Background: an optimization exercise with open tools, aiming at small area. Do not read the settings as production practice.
RTL that was checked went through simulation tests only; none was proved equivalent to the original.
No activity file was given, so power comes from the tool's default toggle rates.

Setup of run 5:
## sound_unit
module sound_unit (
    input         CLK,
    input         RST_N,
    input         cmd_wr,
    input  [3:0]  cmd_code,
    input         sync_lrclk,
    input  [7:0]  rom0_data,
    input  [7:0]  rom1_data,
    input  [7:0]  rom2_data,
    input  [7:0]  rom3_data,
    output [14:0] rom0_addr,
    output [14:0] rom1_addr,
    output [14:0] rom2_addr,
    output [14:0] rom3_addr,
    output        cmd_empty,
    output [15:0] mout,
    output        soundon,
    output        fNO9
);
Size in the first run: about 1400 cells after synthesis, roughly 210 flip-flops.
==> flow/config.mk <==
export PLATFORM = sky130hd
export DESIGN_NAME = sound_unit
export DESIGN_NICKNAME = sound_unit
export VERILOG_FILES = /design/flow/design.v
export SDC_FILE = /design/flow/constraint.sdc
export NUM_CORES = 4
export LEC_CHECK = 0
export CAP_MARGIN = 20
export CORE_MARGIN = 2
export CORE_UTILIZATION = 40
export SLEW_MARGIN = 20
==> flow/constraint.sdc <==
create_clock -name core_clock -period 10.0 [get_ports {CLK}]
set_input_delay 2.0000 -clock core_clock [delete_from_list [all_inputs] [get_ports {CLK}]]
set_output_delay 2.0000 -clock core_clock [all_outputs]
set_load 0.01 [all_outputs]
standard.sh (not shown) runs the stock make flow with config.mk's settings and CLKGATE_MAP_FILE= SYNTH_SCRIPT=/design/flow/synth_recipe.tcl, a recipe that flattens the netlist after the stock synthesis.
==> flow/flow/run.sh <==
#!/bin/bash
# Standard ORFS layout (the standard.sh, standard synthesis unchanged) with two
# layout choices: the smallest buffer for the port buffers, and a clock tree of
# clkbuf_4 cells in small clusters without dummy loads.
set -euo pipefail
bash standard.sh \
  BUFFER_PORTS_ARGS="-buffer_cell sky130_fd_sc_hd__buf_1" \
  CTS_ARGS="-sink_clustering_enable -repair_clock_nets -buf_list sky130_fd_sc_hd__clkbuf_4 -sink_clustering_size 10 -sink_clustering_max_diameter 45 -dont_use_dummy_load" \
  RECOVER_POWER=100 \
  finish > standard_make.log 2>&1
[run 5] flow finished | final checks: failed | reasons: max-capacitance violations, max-slew violations
### run 5 -> run 4
diff --git a/flow/flow/run.sh b/flow/flow/run.sh
--- a/flow/flow/run.sh
+++ b/flow/flow/run.sh
@@ -7,4 +7,3 @@
   BUFFER_PORTS_ARGS="-buffer_cell sky130_fd_sc_hd__buf_1" \
   CTS_ARGS="-sink_clustering_enable -repair_clock_nets -buf_list sky130_fd_sc_hd__clkbuf_4 -sink_clustering_size 10 -sink_clustering_max_diameter 45 -dont_use_dummy_load" \
-  RECOVER_POWER=100 \
   finish > standard_make.log 2>&1
Notes after the runs:
- The lower area growth from synthesis to final layout came out of run 5.
- Of the two values seen for critical path class, flop to flop was produced by run 4 and primary input to flop by run 5.
- Looking at the reports, run 4 completed the entire flow and the layout it produced met the timing, design-rule and antenna checks.
- Run 4 vs run 5: clock period minus final worst setup slack down in run 4
- From run 5 to run 4 the numbers moved as follows: switching power of the nets stayed essentially flat, slack of the worst reg-to-reg path fell by 40 ps, met3 wire length fell by about 4.4%, instance count on the critical path fell by about 4%, met2 usage in global routing stayed essentially flat.
- Taking run 5 as the reference, in run 4 wire length comparable; final worst setup slack now larger; design area now larger; final total power comparable.

========
sound_unit, a different RTL version from the one above (not shown whole).
For scale: ~210 flip-flops, about 120 I/O pins, about 13,000 um^2 of cells after synthesis.
clock: 10.0 ns
lec_check: 0
cap_margin: 20
core_margin: 2
core_utilization: 40
slew_margin: 20
==> flow/flow/run.sh <==
#!/bin/bash
# Standard ORFS layout (the standard.sh, standard synthesis unchanged) with two
# layout choices: the smallest buffer for the port buffers, and a clock tree of
# clkbuf_4 cells in small clusters without dummy loads.
set -euo pipefail
bash standard.sh \
  BUFFER_PORTS_ARGS="-buffer_cell sky130_fd_sc_hd__buf_1" \
  CTS_ARGS="-sink_clustering_enable -repair_clock_nets -buf_list sky130_fd_sc_hd__clkbuf_4 -sink_clustering_size 10 -sink_clustering_max_diameter 45 -dont_use_dummy_load" \
  CORE_UTILIZATION=60 \
  finish > standard_make.log 2>&1
The starting point produced a clean layout.
Change:
--- a/flow/flow/run.sh
+++ b/flow/flow/run.sh
@@ -8,2 +8 @@
-  CTS_ARGS="-sink_clustering_enable -repair_clock_nets -buf_list sky130_fd_sc_hd__clkbuf_4 -sink_clustering_size 10 -sink_clustering_max_diameter 45 -dont_use_dummy_load" \
-  CORE_UTILIZATION=60 \
+  CTS_ARGS="-sink_clustering_enable -repair_clock_nets -buf_list sky130_fd_sc_hd__clkbuf_4 -sink_clustering_size 10 -sink_clustering_max_diameter 30 -dont_use_dummy_load" \
Effect:
- The changed run produced a clean layout
- wire length rises by 5.9%
- area after synthesis is unchanged
- clock skew shrinks by 16 ps
- worst setup slack gets worse by 77 ps
- final cell count increases by 11%
- combinational power barely changes
- count of clock-buffer cells in the layout climbs by 24
- total power climbs by 4.9%
- non-clock buffer count is lower by 2
Change:
--- a/flow/flow/run.sh
+++ b/flow/flow/run.sh
@@ -8 +8,2 @@
-  CTS_ARGS="-sink_clustering_enable -repair_clock_nets -buf_list sky130_fd_sc_hd__clkbuf_4 -sink_clustering_size 10 -sink_clustering_max_diameter 30 -dont_use_dummy_load" \
+  CTS_ARGS="-sink_clustering_enable -repair_clock_nets -buf_list sky130_fd_sc_hd__clkbuf_4 -sink_clustering_size 10 -sink_clustering_max_diameter 45 -dont_use_dummy_load" \
+  GPL_KEEP_OVERFLOW=0 \
The new run ran to the end with no violations.
Core utilization drops by 0.49 points.
Setup slack degrades by 300 ps.
Register-to-register slack gets worse by 180 ps.
Change:
--- a/flow/flow/run.sh
+++ b/flow/flow/run.sh
@@ -9 +8,0 @@
-  GPL_KEEP_OVERFLOW=0 \
The new run finished clean.
Sequential share of layout area hardly moves.
Count of clock-buffer cells in the layout does not change.
Via count stays flat.
Global-route usage hardly moves.
Core utilization hardly moves.
Cell count increases by about 0.5%.
Register-to-register slack improved by 150 ps.
Die area is unchanged.
Flip-flop and latch count does not change.
Power hardly moves.
Worst hold slack improved by 6.2 ps.

========
## maple
Another version of the RTL of sound_unit (not shown whole).
For scale: roughly 14000 um2 of cells after synthesis.
==> flow/design.v (excerpt) <==
module sound_unit (
    input         CLK,
    input         RST_N,
    input         cmd_wr,
    input  [3:0]  cmd_code,
    input         sync_lrclk,
    input  [7:0]  rom0_data,
    input  [7:0]  rom1_data,
    input  [7:0]  rom2_data,
    input  [7:0]  rom3_data,
    output [14:0] rom0_addr,
    output [14:0] rom1_addr,
    output [14:0] rom2_addr,
    output [14:0] rom3_addr,
    output        cmd_empty,
    output [15:0] mout,
    output        soundon,
    output        fNO9
);
Settings: LEC_CHECK=0, CAP_MARGIN=20, CORE_MARGIN=2, CORE_UTILIZATION=40, CTS_BUF_LIST=sky130_fd_sc_hd__clkbuf_8, CTS_CLUSTER_DIAMETER=50, CTS_CLUSTER_SIZE=20, SLEW_MARGIN=20; clock period 10.0 ns.
run.sh (not shown) runs the stock make flow with config.mk's settings and CLKGATE_MAP_FILE= SYNTH_SCRIPT=/design/flow/synth_recipe.tcl, a recipe that flattens the netlist after the stock synthesis.
Stock flow here: none of the scripts above is used.
maple completed; timing, DRC and antenna clean
Setup changes, maple to tundra
Settings: removing CTS_CLUSTER_SIZE (formerly 20); removing CTS_BUF_LIST (formerly sky130_fd_sc_hd__clkbuf_8); removing CTS_CLUSTER_DIAMETER (formerly 50).
==> flow/flow/run.sh (new file) <==
#!/bin/bash
# Standard ORFS layout (the standard.sh, standard synthesis unchanged) with two
# layout choices: the smallest buffer for the port buffers, and a clock tree of
# clkbuf_4 cells in small clusters without dummy loads.
set -euo pipefail
bash standard.sh \
  BUFFER_PORTS_ARGS="-buffer_cell sky130_fd_sc_hd__buf_1" \
  CTS_ARGS="-sink_clustering_enable -repair_clock_nets -buf_list sky130_fd_sc_hd__clkbuf_4 -sink_clustering_size 10 -sink_clustering_max_diameter 60 -dont_use_dummy_load" \
  finish > standard_make.log 2>&1
==> flow/standard.sh (new file) <==
#!/bin/bash
# synth_recipe.tcl (not shown) runs the flow's synth.tcl, then flattens the netlist and writes it again
# the make line also repeats each setting of config.mk as NAME=value (left out here)
make -C /OpenROAD-flow-scripts/flow DESIGN_CONFIG=/design/flow/config.mk WORK_HOME=/design/flow/orfs CLKGATE_MAP_FILE= SYNTH_SCRIPT=/design/flow/synth_recipe.tcl "${@:-finish}"
removed: flow/run.sh
## What came out
- Via count (tundra over maple): decrease, 1.1%
- tundra vs maple: layout overhead on the synthesized area down in tundra
- Looking only at wire length reported by the detailed router, and setting everything else aside, the higher value of tundra and maple goes to maple.
- Looking at worst max-slew margin expressed relative to the limit, tundra sits 6.2 points higher than maple does.
> inputs changed (tundra -> fjord)
Settings: CTS_BUF_LIST now sky130_fd_sc_hd__clkbuf_4, previously not set; CTS_CLUSTER_DIAMETER now 30, previously not set; CTS_CLUSTER_SIZE now 10, previously not set.
==> flow/run.sh (new file) <==
#!/bin/bash
# synth_recipe.tcl (not shown) runs the flow's synth.tcl, then flattens the netlist and writes it again
# the make line also repeats each setting of config.mk as NAME=value (left out here)
make -C /OpenROAD-flow-scripts/flow DESIGN_CONFIG=/design/flow/config.mk WORK_HOME=/design/flow/orfs CLKGATE_MAP_FILE= SYNTH_SCRIPT=/design/flow/synth_recipe.tcl finish
removed: flow/flow/run.sh
removed: flow/standard.sh
==> summary.txt <==
- Changes observed in fjord relative to tundra: worst-path maximum fanout shrank by 6; clock power rose 98%; final critical delay including setup and external delays went up 0.34 ns; net switching power rose by about 20%.
## Diff of input files: delta against fjord
Settings: clearing CTS_BUF_LIST, which used to be sky130_fd_sc_hd__clkbuf_4; clearing CTS_CLUSTER_SIZE, which used to be 10; clearing CTS_CLUSTER_DIAMETER, which used to be 30.
==> flow/flow/run.sh (new file) <==
#!/bin/bash
# Standard ORFS layout (the standard.sh, standard synthesis unchanged) with two
# layout choices: the smallest buffer for the port buffers, and a clock tree of
# clkbuf_4 cells in small clusters without dummy loads.
set -euo pipefail
bash standard.sh \
  BUFFER_PORTS_ARGS="-buffer_cell sky130_fd_sc_hd__buf_1" \
  CTS_ARGS="-sink_clustering_enable -repair_clock_nets -buf_list sky130_fd_sc_hd__clkbuf_4 -sink_clustering_size 10 -sink_clustering_max_diameter 30 -dont_use_dummy_load" \
  SLEW_MARGIN=0 CAP_MARGIN=0 \
  finish > standard_make.log 2>&1
==> flow/standard.sh (new file) <==
#!/bin/bash
# synth_recipe.tcl (not shown) runs the flow's synth.tcl, then flattens the netlist and writes it again
# the make line also repeats each setting of config.mk as NAME=value (left out here)
make -C /OpenROAD-flow-scripts/flow DESIGN_CONFIG=/design/flow/config.mk WORK_HOME=/design/flow/orfs CLKGATE_MAP_FILE= SYNTH_SCRIPT=/design/flow/synth_recipe.tcl "${@:-finish}"
removed: flow/run.sh
==> summary.txt <==
- Final HPWL from detailed placement sits lower in delta than in fjord.
- delta against fjord; via total after detailed routing is down slightly.
- Of fjord and delta, fjord shows the lower setup slack of the critical path after layout, with delta above it.
- The run showing the greater logic gate share of total power is delta.
- Changes observed in delta relative to fjord: fraction of the cycle the final worst path needs went down by 3.2 points; cell row count was more or less identical; critical path depth went up by 8; fraction of power consumed by the clock network went down by 7.6 points; area of combinational cells with multiple inputs was more or less identical.
- Side by side, all-layer global routing usage turned out lower in delta than in fjord.
- After detailed routing, fjord needs more wire than delta.
Function was not checked in any run of this note: the RTL went through the layout flow alone.

## afterwards: timing with drivers on the ports
No port has a modelled driver above. Below, the same layouts with a new extraction and two added sets of constraints. Step 1 sets driving cells, clkbuf_16 on the clock port and buf_2 on the other inputs (assumed; they add their load-dependent delay and slew). Step 2 moves the port delays by t, midway between the first and last clock arrival at a register: inputs arrive t later, outputs are due t later. That takes back most of the time a late clock gives input paths. Slacks: ideal ports / drivers / drivers and shift; pairs: ideal ports / drivers.
run | t (ns) | slack for setup (ns) | worst hold slack (ns) | worst data-port slew with drivers (ns)
run 5 | 0.754 | 1.119 / 1.108 / 0.354 | 0.480 / 0.480 / 0.480 | 0.06
run 4 | 0.754 | 1.617 / 1.617 / 0.948 | 0.480 / 0.480 / 0.480 | 0.06
the first run of note 2 | 0.736 | 1.528 / 1.545 / 0.810 | 0.454 / 0.454 / 0.454 | 0.04
the second run of note 2 | 0.722 | 1.451 / 1.422 / 0.701 | 0.451 / 0.451 / 0.451 | 0.10
the third run of note 2 | 0.677 | 1.147 / 1.163 / 0.486 | 0.449 / 0.449 / 0.449 | 0.07
the fourth run of note 2 | 0.658 | 1.405 / 1.382 / 0.723 | 0.455 / 0.455 / 0.455 | 0.09
maple | 0.647 | 1.359 / 1.357 / 0.727 | 0.463 / 0.463 / 0.463 | 0.04
tundra | 0.751 | 1.596 / 1.610 / 0.859 | 0.468 / 0.468 / 0.468 | 0.04
fjord | 0.770 | 1.261 / 1.212 / 0.725 | 0.447 / 0.447 / 0.447 | 0.04
delta | 0.738 | 1.580 / 1.595 / 0.856 | 0.418 / 0.418 / 0.418 | 0.04
For run 5, which loses most, drivers alone change the setup slack by -0.011 ns; drivers and shift together by -0.765 ns.
